This design comes from an exercise in tuning for small area and a short achievable clock period on the open sky130 flow, not from production work. No run shown here included a check of the RTL's function; only the layout flow was run.

===== flow/run.sh =====
#!/bin/bash
set -euo pipefail
rm -rf scripts_area
cp -r "$FLOW_HOME/scripts" scripts_area
printf 'strash\ndc2\ndch\namap\n' > scripts_area/abc_area.script
bash standard.sh SCRIPTS_DIR="$PWD/scripts_area" \
  CTS_ARGS="-sink_clustering_enable -repair_clock_nets -buf_list sky130_fd_sc_hd__clkbuf_8 -sink_clustering_size 30 -sink_clustering_max_diameter 100 -dont_use_dummy_load" \
  BUFFER_PORTS_ARGS="-buffer_cell sky130_fd_sc_hd__buf_1" finish > standard_flow.log 2>&1

===== standard.sh =====
#!/bin/bash
# synth_recipe.tcl (not shown) runs the flow's synth.tcl, then flattens the netlist and writes it again
# the make line also repeats each setting of config.mk as NAME=value (left out here)
make -C /OpenROAD-flow-scripts/flow DESIGN_CONFIG=/design/flow/config.mk WORK_HOME=/design/flow/orfs CLKGATE_MAP_FILE= SYNTH_SCRIPT=/design/flow/synth_recipe.tcl "${@:-finish}"

===== config.mk =====
export PLATFORM = sky130hd
export DESIGN_NAME = speedometer
export DESIGN_NICKNAME = speedometer
export VERILOG_FILES = /design/flow/design.v
export SDC_FILE = /design/flow/constraint.sdc
export NUM_CORES = 4
export LEC_CHECK = 0
export ABC_AREA = 1
export CAP_MARGIN = 20
export CORE_MARGIN = 2
export CORE_UTILIZATION = 60
export CTS_BUF_LIST = sky130_fd_sc_hd__clkbuf_8
export SLEW_MARGIN = 20

===== constraint.sdc =====
create_clock -name core_clock -period 150.0 [get_ports {clk}]
set_input_delay 30.0000 -clock core_clock [delete_from_list [all_inputs] [get_ports {clk}]]
set_output_delay 30.0000 -clock core_clock [all_outputs]
set_load 0.01 [all_outputs]

===== design.v =====
module testSpeed
(
	input clk_50Mhz,
	input rst,
	input speedInfrac,
	output reg [13:0] outSpeed
);
reg [15:0] x;		 
reg [4:0] circleCnt;	 
reg pend;		 
reg hold;		 
reg last;
wire edge_ = speedInfrac & ~last;
wire [15:0] m = x + 16'd1;	 
wire full = hold | (m[15] & m[14] & m[9] & m[8] & m[6] & m[4] & ~(m[0] ^ pend));
wire meas = pend ? (circleCnt == 5'd30) : (circleCnt == 5'd31);
wire xones = &x;		 
wire [15:0] nm = ~m;
wire [15:0] nx = ~x;
wire [4:0] ti14 = {m[3:0], pend};
wire [31:0] dv14;
genvar gv14;
generate for (gv14 = 0; gv14 < 32; gv14 = gv14 + 1) begin : dec14
	assign dv14[gv14] = ti14 == gv14;
end endgenerate
wire [3:0] tab14;
assign tab14[0] = dv14[4] | dv14[7] | dv14[12] | dv14[15] | dv14[16] | dv14[19];
assign tab14[1] = dv14[1] | dv14[6] | dv14[9] | dv14[12] | dv14[14] | dv14[15] | dv14[17] | dv14[20] | dv14[22] | dv14[23] | dv14[24] | dv14[25] | dv14[26] | dv14[27] | dv14[28] | dv14[29] | dv14[30] | dv14[31];
assign tab14[2] = dv14[10] | dv14[13];
assign tab14[3] = dv14[1] | dv14[20] | dv14[22] | dv14[23] | dv14[24] | dv14[25] | dv14[26] | dv14[27] | dv14[28] | dv14[29] | dv14[30] | dv14[31];
wire big14 = |m[15:4];	 
wire [3:0] r14 = big14 ? 4'd10 : tab14[3:0];
wire [4:0] t13 = {r14, 1'b1};
wire [4:0] n13 = nm[4:0];
wire [5:0] c13;
wire [4:0] d13;
assign c13[0] = pend;
genvar g13;
generate for (g13 = 0; g13 < 5; g13 = g13 + 1) begin : row13
	assign d13[g13] = t13[g13] ^ n13[g13] ^ c13[g13];
	assign c13[g13+1] = (t13[g13] & n13[g13]) | (t13[g13] & c13[g13]) | (n13[g13] & c13[g13]);
end endgenerate
wire q13 = ~|m[15:5] & c13[5];
wire [4:0] r13 = q13 ? d13[4:0] : t13[4:0];
wire [5:0] t12 = {r13, 1'b0};
wire [5:0] n12 = nm[5:0];
wire [6:0] c12;
wire [5:0] d12;
assign c12[0] = pend;
genvar g12;
generate for (g12 = 0; g12 < 6; g12 = g12 + 1) begin : row12
	assign d12[g12] = t12[g12] ^ n12[g12] ^ c12[g12];
	assign c12[g12+1] = (t12[g12] & n12[g12]) | (t12[g12] & c12[g12]) | (n12[g12] & c12[g12]);
end endgenerate
wire q12 = ~|m[15:6] & c12[6];
wire [5:0] r12 = q12 ? d12[5:0] : t12[5:0];
wire [6:0] t11 = {r12, 1'b0};
wire [6:0] n11 = nm[6:0];
wire [7:0] c11;
wire [6:0] d11;
assign c11[0] = pend;
genvar g11;
generate for (g11 = 0; g11 < 7; g11 = g11 + 1) begin : row11
	assign d11[g11] = t11[g11] ^ n11[g11] ^ c11[g11];
	assign c11[g11+1] = (t11[g11] & n11[g11]) | (t11[g11] & c11[g11]) | (n11[g11] & c11[g11]);
end endgenerate
wire q11 = ~|m[15:7] & c11[7];
wire [6:0] r11 = q11 ? d11[6:0] : t11[6:0];
wire [7:0] t10 = {r11, 1'b0};
wire [7:0] n10 = nm[7:0];
wire [8:0] c10;
wire [7:0] d10;
assign c10[0] = pend;
genvar g10;
generate for (g10 = 0; g10 < 8; g10 = g10 + 1) begin : row10
	assign d10[g10] = t10[g10] ^ n10[g10] ^ c10[g10];
	assign c10[g10+1] = (t10[g10] & n10[g10]) | (t10[g10] & c10[g10]) | (n10[g10] & c10[g10]);
end endgenerate
wire q10 = ~|m[15:8] & c10[8];
wire [7:0] r10 = q10 ? d10[7:0] : t10[7:0];
reg [7:0] p10;
always @(posedge clk_50Mhz) p10 <= r10;
reg pq13_0;
always @(posedge clk_50Mhz) pq13_0 <= q13 | full;
reg pq12_0;
always @(posedge clk_50Mhz) pq12_0 <= q12 | full;
reg pq11_0;
always @(posedge clk_50Mhz) pq11_0 <= q11 | full;
reg pq10_0;
always @(posedge clk_50Mhz) pq10_0 <= q10 | full;
wire [8:0] t9 = {p10, 1'b1};
wire [8:0] n9 = nx[8:0];
wire [9:0] c9;
wire [8:0] d9;
assign c9[0] = 1'b0;
genvar g9;
generate for (g9 = 0; g9 < 9; g9 = g9 + 1) begin : row9
	assign d9[g9] = t9[g9] ^ n9[g9] ^ c9[g9];
	assign c9[g9+1] = (t9[g9] & n9[g9]) | (t9[g9] & c9[g9]) | (n9[g9] & c9[g9]);
end endgenerate
wire q9 = ~|x[15:9] & c9[9];
wire [8:0] r9 = q9 ? d9[8:0] : t9[8:0];
wire [9:0] t8 = {r9, 1'b0};
wire [9:0] n8 = nx[9:0];
wire [10:0] c8;
wire [9:0] d8;
assign c8[0] = 1'b0;
genvar g8;
generate for (g8 = 0; g8 < 10; g8 = g8 + 1) begin : row8
	assign d8[g8] = t8[g8] ^ n8[g8] ^ c8[g8];
	assign c8[g8+1] = (t8[g8] & n8[g8]) | (t8[g8] & c8[g8]) | (n8[g8] & c8[g8]);
end endgenerate
wire q8 = ~|x[15:10] & c8[10];
wire [9:0] r8 = q8 ? d8[9:0] : t8[9:0];
wire [10:0] t7 = {r8, 1'b1};
wire [10:0] n7 = nx[10:0];
wire [11:0] c7;
wire [10:0] d7;
assign c7[0] = 1'b0;
genvar g7;
generate for (g7 = 0; g7 < 11; g7 = g7 + 1) begin : row7
	assign d7[g7] = t7[g7] ^ n7[g7] ^ c7[g7];
	assign c7[g7+1] = (t7[g7] & n7[g7]) | (t7[g7] & c7[g7]) | (n7[g7] & c7[g7]);
end endgenerate
wire q7 = ~|x[15:11] & c7[11];
wire [10:0] r7 = q7 ? d7[10:0] : t7[10:0];
wire [11:0] t6 = {r7, 1'b1};
wire [11:0] n6 = nx[11:0];
wire [12:0] c6;
wire [11:0] d6;
assign c6[0] = 1'b0;
genvar g6;
generate for (g6 = 0; g6 < 12; g6 = g6 + 1) begin : row6
	assign d6[g6] = t6[g6] ^ n6[g6] ^ c6[g6];
	assign c6[g6+1] = (t6[g6] & n6[g6]) | (t6[g6] & c6[g6]) | (n6[g6] & c6[g6]);
end endgenerate
wire q6 = ~|x[15:12] & c6[12];
wire [11:0] r6 = q6 ? d6[11:0] : t6[11:0];
wire [12:0] t5 = {r6, 1'b1};
wire [12:0] n5 = nx[12:0];
wire [13:0] c5;
wire [12:0] d5;
assign c5[0] = 1'b0;
genvar g5;
generate for (g5 = 0; g5 < 13; g5 = g5 + 1) begin : row5
	assign d5[g5] = t5[g5] ^ n5[g5] ^ c5[g5];
	assign c5[g5+1] = (t5[g5] & n5[g5]) | (t5[g5] & c5[g5]) | (n5[g5] & c5[g5]);
end endgenerate
wire q5 = ~|x[15:13] & c5[13];
wire [12:0] r5 = q5 ? d5[12:0] : t5[12:0];
reg [12:0] p5;
always @(posedge clk_50Mhz) p5 <= r5;
reg pq13_1;
always @(posedge clk_50Mhz) pq13_1 <= pq13_0;
reg pq12_1;
always @(posedge clk_50Mhz) pq12_1 <= pq12_0;
reg pq11_1;
always @(posedge clk_50Mhz) pq11_1 <= pq11_0;
reg pq10_1;
always @(posedge clk_50Mhz) pq10_1 <= pq10_0;
reg pq9_1;
always @(posedge clk_50Mhz) pq9_1 <= q9 | xones;
reg pq8_1;
always @(posedge clk_50Mhz) pq8_1 <= q8 | xones;
reg pq7_1;
always @(posedge clk_50Mhz) pq7_1 <= q7 | xones;
reg pq6_1;
always @(posedge clk_50Mhz) pq6_1 <= q6 | xones;
reg pq5_1;
always @(posedge clk_50Mhz) pq5_1 <= q5 | xones;
wire [13:0] t4 = {p5, 1'b1};
wire [13:0] n4 = nx[13:0];
wire [14:0] c4;
wire [13:0] d4;
assign c4[0] = 1'b1;
genvar g4;
generate for (g4 = 0; g4 < 14; g4 = g4 + 1) begin : row4
	assign d4[g4] = t4[g4] ^ n4[g4] ^ c4[g4];
	assign c4[g4+1] = (t4[g4] & n4[g4]) | (t4[g4] & c4[g4]) | (n4[g4] & c4[g4]);
end endgenerate
wire q4 = ~|x[15:14] & c4[14];
wire [13:0] r4 = q4 ? d4[13:0] : t4[13:0];
wire [14:0] t3 = {r4, 1'b0};
wire [14:0] n3 = nx[14:0];
wire [15:0] c3;
wire [14:0] d3;
assign c3[0] = 1'b1;
genvar g3;
generate for (g3 = 0; g3 < 15; g3 = g3 + 1) begin : row3
	assign d3[g3] = t3[g3] ^ n3[g3] ^ c3[g3];
	assign c3[g3+1] = (t3[g3] & n3[g3]) | (t3[g3] & c3[g3]) | (n3[g3] & c3[g3]);
end endgenerate
wire q3 = ~|x[15:15] & c3[15];
wire [14:0] r3 = q3 ? d3[14:0] : t3[14:0];
wire [15:0] t2 = {r3, 1'b0};
wire [15:0] n2 = nx[15:0];
wire [16:0] c2;
wire [15:0] d2;
assign c2[0] = 1'b1;
genvar g2;
generate for (g2 = 0; g2 < 16; g2 = g2 + 1) begin : row2
	assign d2[g2] = t2[g2] ^ n2[g2] ^ c2[g2];
	assign c2[g2+1] = (t2[g2] & n2[g2]) | (t2[g2] & c2[g2]) | (n2[g2] & c2[g2]);
end endgenerate
wire q2 = 1'b1 & c2[16];
wire [15:0] r2 = q2 ? d2[15:0] : t2[15:0];
wire [16:0] t1 = {r2, 1'b1};
wire [16:0] n1 = {{1{1'b1}}, nx[15:0]};
wire [17:0] c1;
wire [16:0] d1;
assign c1[0] = 1'b1;
genvar g1;
generate for (g1 = 0; g1 < 17; g1 = g1 + 1) begin : row1
	assign d1[g1] = t1[g1] ^ n1[g1] ^ c1[g1];
	assign c1[g1+1] = (t1[g1] & n1[g1]) | (t1[g1] & c1[g1]) | (n1[g1] & c1[g1]);
end endgenerate
wire q1 = 1'b1 & c1[17];
wire [15:0] r1 = q1 ? d1[15:0] : t1[15:0];
wire [16:0] t0 = {r1, 1'b1};
wire [16:0] n0 = {{1{1'b1}}, nx[15:0]};
wire [17:0] c0;
wire [16:0] d0;
assign c0[0] = 1'b1;
genvar g0;
generate for (g0 = 0; g0 < 17; g0 = g0 + 1) begin : row0
	assign d0[g0] = t0[g0] ^ n0[g0] ^ c0[g0];
	assign c0[g0+1] = (t0[g0] & n0[g0]) | (t0[g0] & c0[g0]) | (n0[g0] & c0[g0]);
end endgenerate
wire q0 = 1'b1 & c0[17];
wire [13:0] quo = {pq13_1, pq12_1, pq11_1, pq10_1, pq9_1, pq8_1, pq7_1, pq6_1, pq5_1, q4, q3, q2, q1, q0};
always @(posedge clk_50Mhz) begin
	if (rst) begin
		last <= 1'b1;
		pend <= 1'b0;
		hold <= 1'b0;
		outSpeed <= 14'd9999;
		x <= 16'hffff;
		circleCnt <= 5'd0;
	end
	else begin
		last <= speedInfrac;
		pend <= edge_;
		hold <= full & edge_;
		if (meas | full)
			x <= 16'hffff;
		else if (!pend)
			x <= m;
		if (meas)
			circleCnt <= 5'd0;
		else
			circleCnt <= circleCnt + {4'd0, pend};
		if (!edge_) begin
			if (meas)
				outSpeed <= hold ? 14'd3 : quo;	 
			else if (full)
				outSpeed <= 14'd0;
		end
	end
end
endmodule
module Digital(clk_16k, rst, A, OL, DIG);
	input clk_16k;
	input rst;
	input [13:0] A;
	output reg [6:0] OL;
	output reg [3:0] DIG;
	reg [3:0] dig;
	function [3:0] add3;
		input [3:0] x;
		reg ge5;
		begin
			ge5 = x[3] | (x[2] & (x[1] | x[0]));
			add3[3] = ge5;
			add3[2] = (x[2] & ~x[1] & ~x[0]) | (x[3] & x[0]);
			add3[1] = (x[1] & (~x[2] | x[0])) | (x[3] & ~x[0]);
			add3[0] = x[0] ^ ge5;
		end
	endfunction
	reg [19:0] bcd;
	integer i;
	always @* begin
		bcd = 20'd0;
		for (i = 13; i >= 0; i = i - 1) begin
			bcd[3:0] = add3(bcd[3:0]);
			bcd[7:4] = add3(bcd[7:4]);
			bcd[11:8] = add3(bcd[11:8]);
			bcd[15:12] = add3(bcd[15:12]);
			bcd = {bcd[18:0], A[i]};
		end
	end
	wire [3:0] thou = bcd[15:12] + (bcd[16] ? 4'd10 : 4'd0);
	always @(posedge clk_16k) begin
		if (rst) begin
			dig <= 4'hf;
			DIG <= 4'b0000;
		end
		else begin
			DIG <= {DIG[0], DIG[3] | ~|DIG, DIG[2], DIG[1]};
			if (DIG[0]) dig <= thou;
			else if (DIG[1]) dig <= bcd[3:0];
			else if (DIG[2]) dig <= bcd[7:4];
			else dig <= bcd[11:8];
		end
	end
	wire [15:0] dd;
	genvar k;
	generate for (k = 0; k < 16; k = k + 1) begin : dec
		assign dd[k] = dig == k;
	end endgenerate
	always @* begin
		OL[6] = dd[0] | dd[2] | dd[3] | dd[5] | dd[6] | dd[7] | dd[8] | dd[9];
		OL[5] = dd[0] | dd[1] | dd[2] | dd[3] | dd[4] | dd[7] | dd[8] | dd[9];
		OL[4] = dd[0] | dd[1] | dd[3] | dd[4] | dd[5] | dd[6] | dd[7] | dd[8] | dd[9];
		OL[3] = dd[0] | dd[2] | dd[3] | dd[5] | dd[6] | dd[8] | dd[9];
		OL[2] = dd[0] | dd[2] | dd[6] | dd[8];
		OL[1] = dd[0] | dd[4] | dd[5] | dd[6] | dd[8] | dd[9];
		OL[0] = dd[2] | dd[3] | dd[4] | dd[5] | dd[6] | dd[8] | dd[9];
	end
endmodule
module speedometer
(
	input clk,
	input rst,
	input speedInfrac,
	output [13:0] outSpeed,
	output [6:0] OL,
	output [3:0] DIG
);
testSpeed u_speed
(
	.clk_50Mhz(clk),
	.rst(rst),
	.speedInfrac(speedInfrac),
	.outSpeed(outSpeed)
);
Digital u_disp
(
	.clk_16k(clk),
	.rst(rst),
	.A(outSpeed),
	.OL(OL),
	.DIG(DIG)
);
endmodule

==> results.txt, run 1 <==
STA
The final-report hold violation count was 0. For the final routed database, the setup TNS stands at 0 ns. Setup repair after global routing left no endpoint under its margin. At the pin with the least slew margin, the transition time is 1.021 ns. The largest clock skew in the final design is 0.02500 ns.

The number of slew-limit violations in the final report is 0. The normalized max-slew margin is 31.18%. Static timing analysis puts the maximum clock frequency at 0.03166 GHz. The smallest clock period supported by the final layout is computed as 31.59 ns. The final worst-path setup slack is 118.41 ns.

The total setup violations reported at the end of the flow is 0. The share of the clock period used by the worst path after layout is 21.06%.

Global route
The first global-routing pass estimated 32.97 mm of wire. Entering global routing, the biggest net connects 21 pins. The number of global-route vias before repair is 6717.

The total grt overflow is 0. The initial antenna violation count is 0. The overall fraction of global-route tracks in use is 28.61%.

Floorplan
The initial utilization of the core area, before any placement, comes to 61.89%. The floorplan step set the die width to 118.3 um. The placeable core region is 12670 um2. In this run the vertical extent of the chip is 118.3 um.

The die footprint is 14000 um2. During I/O placement, the number of pins put on the boundary was 28. The floorplan has 41 rows.

Synth
The post-synth net total is 1007. The register area share after synthesis is 20.42%. Dividing the synthesized area by the synthesized cell count gives 9.046 um2.

Among all flip-flop cells after synthesis, the most frequent one is sky130_fd_sc_hd__dfxtp_1. By area the synthesized netlist is led by sky130_fd_sc_hd__fa_1, sky130_fd_sc_hd__dfxtp_1, sky130_fd_sc_hd__o22a_1, sky130_fd_sc_hd__o22ai_1, sky130_fd_sc_hd__nor2_1. The post-synthesis instance area is 7843 um2. The post-synthesis cell type count is 38. The count of yosys warnings during synthesis is 2. The biggest area contributor in the post-synthesis netlist is sky130_fd_sc_hd__fa_1. The share of synthesized area in the top cell type comes to 31.14%.

The number of enable flip-flop cells after synthesis is 0. After synthesis the netlist holds a flip-flop and latch count of 80. Synthesis produced 867 cells. In the synthesized netlist the async set-or-reset flop fraction comes to 0%.

Routing
The detailed-route wire length is 18.81 mm. The remaining antenna violation count is 0. Across all layers, the routed design uses 6988 vias.

The number of remaining DRC errors is 0. The average detailed-routed wire length per instance is 17.35 um. For this run, the detailed router's first-pass iteration total came to 9. For this block, the initial DRC count from the detailed router was 504. In the routed layout, each cell is associated on average with a via count of 6.446.

Clock network
No sink is reached through more buffers than the 2 on the longest clock path. The post-CTS resize count is 0. The number of sinks on the clock net is 80.

The clock transition at the registers of the reported paths is 0.09 ns. Buffers added to address setup during post-CTS repair amount to 0. At the later pin of the worst-skew pair, clock insertion delay measures 0.36 ns. TritonCTS built the clock tree. The number of buffers inserted during clock tree synthesis is 9. The cell at the root of the clock tree is sky130_fd_sc_hd__clkbuf_8.

The number of hold buffers added after CTS was 0. The H-tree was split into 3 levels.

Worst setup path
The top fanout value on the critical path is 20. On the critical path, the stage with the largest delay is an instance of sky130_fd_sc_hd__nor2b_1. The arrival time reported for the critical path endpoint is 31.75 ns. The critical path goes through buf_1, buf_4, or2_0, nor2b_1, o221ai_1. STA puts the critical path data required time at 150.16 ns.

The worst setup path is of the in2reg kind. The startpoint of the worst-slack reg-to-reg timing path is u_speed.x[2]. STA classifies the critical path endpoint as a register. On the worst path, the slowest cell contributes a delay of 0.82 ns.

The slack of the worst reg-to-reg path is 120.97 ns. The cell count of the worst reg-to-reg path is 95. The startpoint type of the worst setup path is a primary input. The reg-to-reg endpoint is u_speed.outSpeed[0].

Final layout
The total inserted antenna cells is 0. The number of filler cells placed in the layout is 1107. The share of post-route cells with drive strength above 1 is 1.974%. The commonest non-fill, non-tap cell in the layout is sky130_fd_sc_hd__fa_1. The library cells used most frequently in the layout, excluding fill and tap cells, are sky130_fd_sc_hd__fa_1, sky130_fd_sc_hd__nor2_1, sky130_fd_sc_hd__clkinv_1, sky130_fd_sc_hd__o22ai_1, sky130_fd_sc_hd__dfxtp_1. Compared with the post-synthesis result, the final layout area differs by 6.477%.

In the final design database the tool counted 1054 nets.

Place
At the end of routability-driven placement, the weighted congestion stood at 0.8871. The worst setup timing slack at the placement stage is 118.04 ns. The count of port buffers added during placement is 27. The post-DP HPWL is 15.57 mm.

Status
The run finished with no timing, DRC or antenna violations.

Min path
Counting instances, the worst hold path has a depth of 0. The launch instance of the worst min-delay path is u_speed.pq13_0. The classification of the worst-slack hold path is reg2reg. The worst hold path terminates at u_speed.pq13_1.

Run
The tool flagged a number of max-cap violations equal to 0.
==> state kept, by name (all words and copies together) (netlist names), 4 cells and up <==
signal,flops
u_speed.circleCnt,5
u_disp.dig,4
u_speed.outSpeed,14
u_speed.x,16
u_speed.p10,8
u_speed.p5,13
u_disp.DIG,4
==> final cells by class <==
class                           instances  area [um2]  area share, %
Multi-Input combinational cell        675        5821          69.70
Sequential cell                        80        1602          19.18
Inverter                              112       420.4          5.034
Tap cell                              172       215.2          2.577
Timing Repair Buffer                   36       168.9          2.023
Clock buffer                            9       123.9          1.483
==> synth_stat cells (5+ instances only) <==
cell type and count:
sky130_fd_sc_hd__a22o_1 8, sky130_fd_sc_hd__dfxtp_1 80, sky130_fd_sc_hd__nor3_1 21, sky130_fd_sc_hd__o21a_1 9
sky130_fd_sc_hd__a221oi_1 5, sky130_fd_sc_hd__o21ai_0 46, sky130_fd_sc_hd__o32ai_1 7, sky130_fd_sc_hd__clkinv_1 112
sky130_fd_sc_hd__ha_1 15, sky130_fd_sc_hd__o22a_1 61, sky130_fd_sc_hd__or2_0 10, sky130_fd_sc_hd__nand2_1 39
sky130_fd_sc_hd__a22oi_1 27, sky130_fd_sc_hd__a211oi_1 5, sky130_fd_sc_hd__fa_1 122, sky130_fd_sc_hd__a21oi_1 37
sky130_fd_sc_hd__nor2b_1 14, sky130_fd_sc_hd__nor2_1 113, sky130_fd_sc_hd__nand3_1 7, sky130_fd_sc_hd__o22ai_1 81
sky130_fd_sc_hd__o221ai_1 22
==> per-stage QoR <==
step	instances	instance area, um2	utilization [%]	hold WS (ns)
2_1_floorplan	867	7843	-	0.3096
3_3_place_gp	1075	8227	64.93	0.3125
3_5_place_dp	1075	8227	64.93	0.3147
4_1_cts	1084	8351	65.90	0.3269
5_1_grt	1084	8351	65.90	0.3344
6_report	1084	8351	65.90	0.3270
==> worst max-delay path: cells and delay by family <==
kind,cells,cell delay (ns)
simple gates,2,1.16
compound gates,1,0.31
buf+inv,2,0.28
==> layer usage <==
| metal | global-route usage, % | part of all wire [%] | vias up |
|---|---|---|---|
| li1 | - | - | 3276 |
| met1 | 43.08 | 47 | 3449 |
| met2 | 44.62 | 45 | 238 |
| met3 | 2.510 | 5.8 | 25 |
| met4 | 7.530 | 1.5 | 0 |
| met5 | 0 | 0 | - |
==> worst max path at each step <==
stage / from / to / slack [ns]
2_1_floorplan: speedInfrac / u_speed.outSpeed[4] / 118.73
3_3_place_gp: rst / u_speed.x[15] / 118.16
3_5_place_dp: rst / u_speed.x[13] / 118.04
4_1_cts: rst / u_speed.x[13] / 118.40
5_1_grt: speedInfrac / u_speed.outSpeed[12] / 118.24
6_report: rst / u_speed.x[13] / 118.41
==> kinds of logic (layout without fill, tap and decap cells) <==
logic type | after synthesis | in the layout | synth area share (%)
flops | 80 | 80 | 20.42
buf+inv | 112 | 157 | 5.361
fa+ha+maj | 137 | 137 | 33.54
compound gates | 325 | 325 | 28.96
simple gates | 213 | 213 | 11.73
==> inputs of run 2 (changes only) <==
--- a/config.mk
+++ b/config.mk
@@ -10,4 +10,4 @@
 export CORE_MARGIN = 2
 export CORE_UTILIZATION = 60
 export CTS_BUF_LIST = sky130_fd_sc_hd__clkbuf_8
-export SLEW_MARGIN = 20
+export SLEW_MARGIN = 50
==> run 2 against run 1 <==
Effect of this change:
- via count is 0.50% lower
- first-iteration DRC count fell by 7.9%
- register-to-register slack improved by 0.35 ns
- routed wire length fell by 0.55%
- synthesized area unchanged
- sequential share of layout area down 0.062 points
- largest cell class unchanged
- highest routed layer unchanged
==> results.txt, run 2 <==
Floorplan
The horizontal extent of the die is 118.3 um. Pin placement for this block handled 28 I/O pins. For this configuration, the core starts out at a cell density of 61.89%. The placeable core region is 12670 um2.

The total number of placement rows is 41. The die footprint is 14000 um2. The height of the die is 118.3 um.

Final layout
The fraction of the core area covered by cells at the end of the flow is 66.17%. The finished layout holds 1085 standard cells, fillers aside. The share of post-route cells with drive strength above 1 is 2.957%. Leaving out fill and tap cells, the most frequent cell in the layout is sky130_fd_sc_hd__fa_1.

The largest registers in the layout are u_speed.x x16, u_speed.outSpeed x14, u_speed.p5 x13. The total inserted antenna cells is 0. The final layout net count is 1055. Compared with the post-synthesis result, the final layout area differs by 6.908%. Ranked by flip-flop count, first place goes to u_speed.x. The register with the most flip-flops in the layout has 16 of them. The library cells used most frequently in the layout, excluding fill and tap cells, are sky130_fd_sc_hd__fa_1, sky130_fd_sc_hd__clkinv_1, sky130_fd_sc_hd__nor2_1, sky130_fd_sc_hd__o22ai_1, sky130_fd_sc_hd__dfxtp_1.

Clock network
In this run, post-CTS hold repair placed 0 buffers. The insertion delay of the later-clocked pin in the worst-skew pair is 0.36 ns. Once the clock tree was built, the resizer swapped 0 gates to a different size. The post-CTS setup buffer count is 0. Clock tree synthesis found a total of 80 sinks. In this run the number of H-tree levels came out at 3. Buffers inserted during clock tree synthesis total 9. The buffer levels on the longest clock path is 2.

The clock tree from TritonCTS is yes. Clock-pin slew was measured on the worst setup and hold paths at 0.09 ns. In this run the clock root is driven by a sky130_fd_sc_hd__clkbuf_8.

Worst setup path
The cell with the largest stage delay on the worst path is sky130_fd_sc_hd__dfxtp_1. The reg-to-reg endpoint is u_speed.outSpeed[0]. The top cell family by delay on the critical path is flip-flops. Traced cell by cell, the critical path runs through clkinv_1, nor2_1, o21ai_0, and2_0, o21ai_0, buf_1. The worst setup path is of the reg2out kind.

The kind of end point of the critical path is an output port. The startpoint type of the worst setup path is a register. In this run the critical register-to-register path is launched from u_speed.x[2]. The cell count of the worst reg-to-reg path is 95. Across all register-to-register paths, the minimum setup slack is 121.32 ns. The largest stage delay on the critical path is 0.39 ns. The cell repeated most along the worst path is sky130_fd_sc_hd__o21ai_0. The top fanout value on the critical path is 4. The arrival time reported for the critical path endpoint is 1.57 ns.

Counting both buffers and inverters, the worst setup path holds a total of 2. Data on the critical path is required at its endpoint by 120.00 ns.

STA
The final critical path takes up 21.05% of the cycle. For the pin with the worst max-slew slack, the measured transition is 0.6884 ns. The final worst-path setup slack is 118.43 ns. The worst hold slack is 0.3315 ns. The upper clock frequency limit is 0.03168 GHz. Setup violations remaining at the end of the flow were counted as 0. The number of slew-limit violations in the final report was 0. The clock period could shrink to 31.57 ns. Setup repair after global routing left no endpoint under its margin. The final setup TNS is 0 ns. The final-report hold violation count was 0. Headroom to the max-slew limit came out at 54.04%. The largest clock skew in the final design is 0.03200 ns.

Routing
In this run the top signal layer used is met4. The count of routing violations after the opening detailed-route iteration is 464. The met2 wirelength from detailed routing is 8.503 mm. The average detailed-routed wire length per instance is 17.24 um. The pre-antenna-repair detailed-routing pass consisted of 9 iterations.

After detailed routing, the met3 layer carries 1.086 mm of wire. The detailed-route wire length is 18.70 mm. In the routed layout, each cell is associated on average with a via count of 6.408. The wire length on met1 is 8.867 mm.

The remaining antenna violation count is 0. Across all layers, the routed design uses 6953 vias. In the routed design, unresolved DRC markers number 0.

Synth
The cell type with the highest aggregate area in the netlist is sky130_fd_sc_hd__fa_1. For this run, the register share of the synthesized area comes to 20.42%. When the netlist entered floorplanning its net count stood at 1007. The share of Yosys cell area claimed by the top area cell type is 31.14%. In the post-synthesis netlist, the biggest area contributors are sky130_fd_sc_hd__fa_1, sky130_fd_sc_hd__dfxtp_1, sky130_fd_sc_hd__o22a_1, sky130_fd_sc_hd__o22ai_1, sky130_fd_sc_hd__nor2_1.

The synthesized instance count is 867. In the synthesized netlist, the cells that appear most often are sky130_fd_sc_hd__fa_1, sky130_fd_sc_hd__nor2_1, sky130_fd_sc_hd__clkinv_1. The most used flip-flop cell after synthesis is sky130_fd_sc_hd__dfxtp_1. sky130_fd_sc_hd__fa_1 is the most common cell in the netlist. The synthesized netlist occupies a cell area of 7843 um2. Counting flops and latches in the post-synthesis netlist gives 80. The count of yosys warnings during synthesis is 2. The async set or reset register ratio after synthesis is 0%. The post-synthesis cell type count is 38. Counting flops with a built-in enable in the synthesized netlist gives 0.

The mean instance size in the synthesized netlist is 9.046 um2.

Place
Port buffering added 27 buffers. The worst setup timing slack at the placement stage is 118.39 ns. The post-DP HPWL is 15.53 mm.

Once placement completed, the tool counted placed cells totaling 1076. The congestion estimate from routability-driven global placement came to 0.8871.

Run
The max-capacitance violation count is 0.

Global route
The number of global-route vias before repair is 6561. The total grt overflow is 0. The first-pass GRT wire length is 32.30 mm. The initial antenna violation count was 0. Entering global routing, the biggest net connects 21 pins. The overall fraction of global-route tracks in use is 28.01%.

Min path
The worst hold path begins at u_speed.pq10_0. For hold timing, the worst endpoint is u_speed.pq10_1. The cell depth of the worst hold path is 0. The min-delay analysis places its worst path in the category reg2reg.

Status
The flow ran to the end and the layout has no timing, DRC or antenna violations.
## run 2: area by class of cell
class	instances	area (um2)
multi-input combinational	675	5848
fill	1090	4287
sequential	80	1603
inverter	112	420.4
tap	172	215.2
timing repair buffer	37	173.9
clock buffer	9	123.9
## run 2: kinds of logic after synthesis
kind of cell               share of synthesized area [%]
AOI/OAI and AO/OA                                  28.96
adders and majority gates                          33.54
buffers and inverters                              5.361
DFF                                                20.42
and+or+nand+nor                                    11.73
## run 2: per-stage QoR
stage | area, um2
6_report | 8384
3_5_place_dp | 8247
2_1_floorplan | 7843
5_1_grt | 8384
4_1_cts | 8371
3_3_place_gp | 8227
## run 2: per-layer routing
metal	track usage, %	up-vias
li1	-	3277
met1	42.23	3439
met2	43.61	217
met3	2.896	20
met4	6.702	0
met5	0	-
## run 2: worst reg2reg max path, delay by kind of cell, from the launching register on
family | cells | cell delay, ns
AO/OA/AOI/OAI | 21 | 3.27
adder cells (fa/ha/maj) | 54 | 21.14
buffers and inverters | 9 | 2.66
flip-flops | 1 | 0.63
AND/OR/NAND/NOR | 11 | 0.89
## run 2: how the worst max path moves through the flow
stage,from,endpoint,slack (ns),depth (start not counted)
after CTS,u_disp.dig[2],OL[1],118.46,6
after floorplan,speedInfrac,u_speed.outSpeed[4],118.73,5
after global routing,u_disp.dig[2],OL[0],118.35,6
final,u_disp.dig[2],OL[1],118.43,6
after detailed placement,rst,u_speed.x[13],118.39,5
after global placement,rst,u_speed.x[15],118.16,5

## what the ideal ports hide
In the flow no input, the clock included, has a driving cell. The finished layouts below were timed again as built, in two steps. Step 1 assumes that a clkbuf_16 drives the clock port and a buf_2 every other input. Step 2 also shifts input and output timing later by t, the mid clock arrival at the registers, as if the neighbouring blocks saw the same clock. Three values: ideal ports, drivers, drivers and shift; two values: the first two.
run	t, ns	setup WS [ns]	latest minus earliest clock arrival (ns)	worst slew at a driven data input, ns
run 1	0.383	118.411 / 118.425 / 118.042	0.032 / 0.032	0.03
run 2	0.384	118.431 / 118.397 / 118.370	0.032 / 0.032	0.03
After both steps every run listed still meets setup and hold. The setup slack of run 1, which loses most, moves by +0.014 ns with the drivers and by -0.369 ns with both steps.
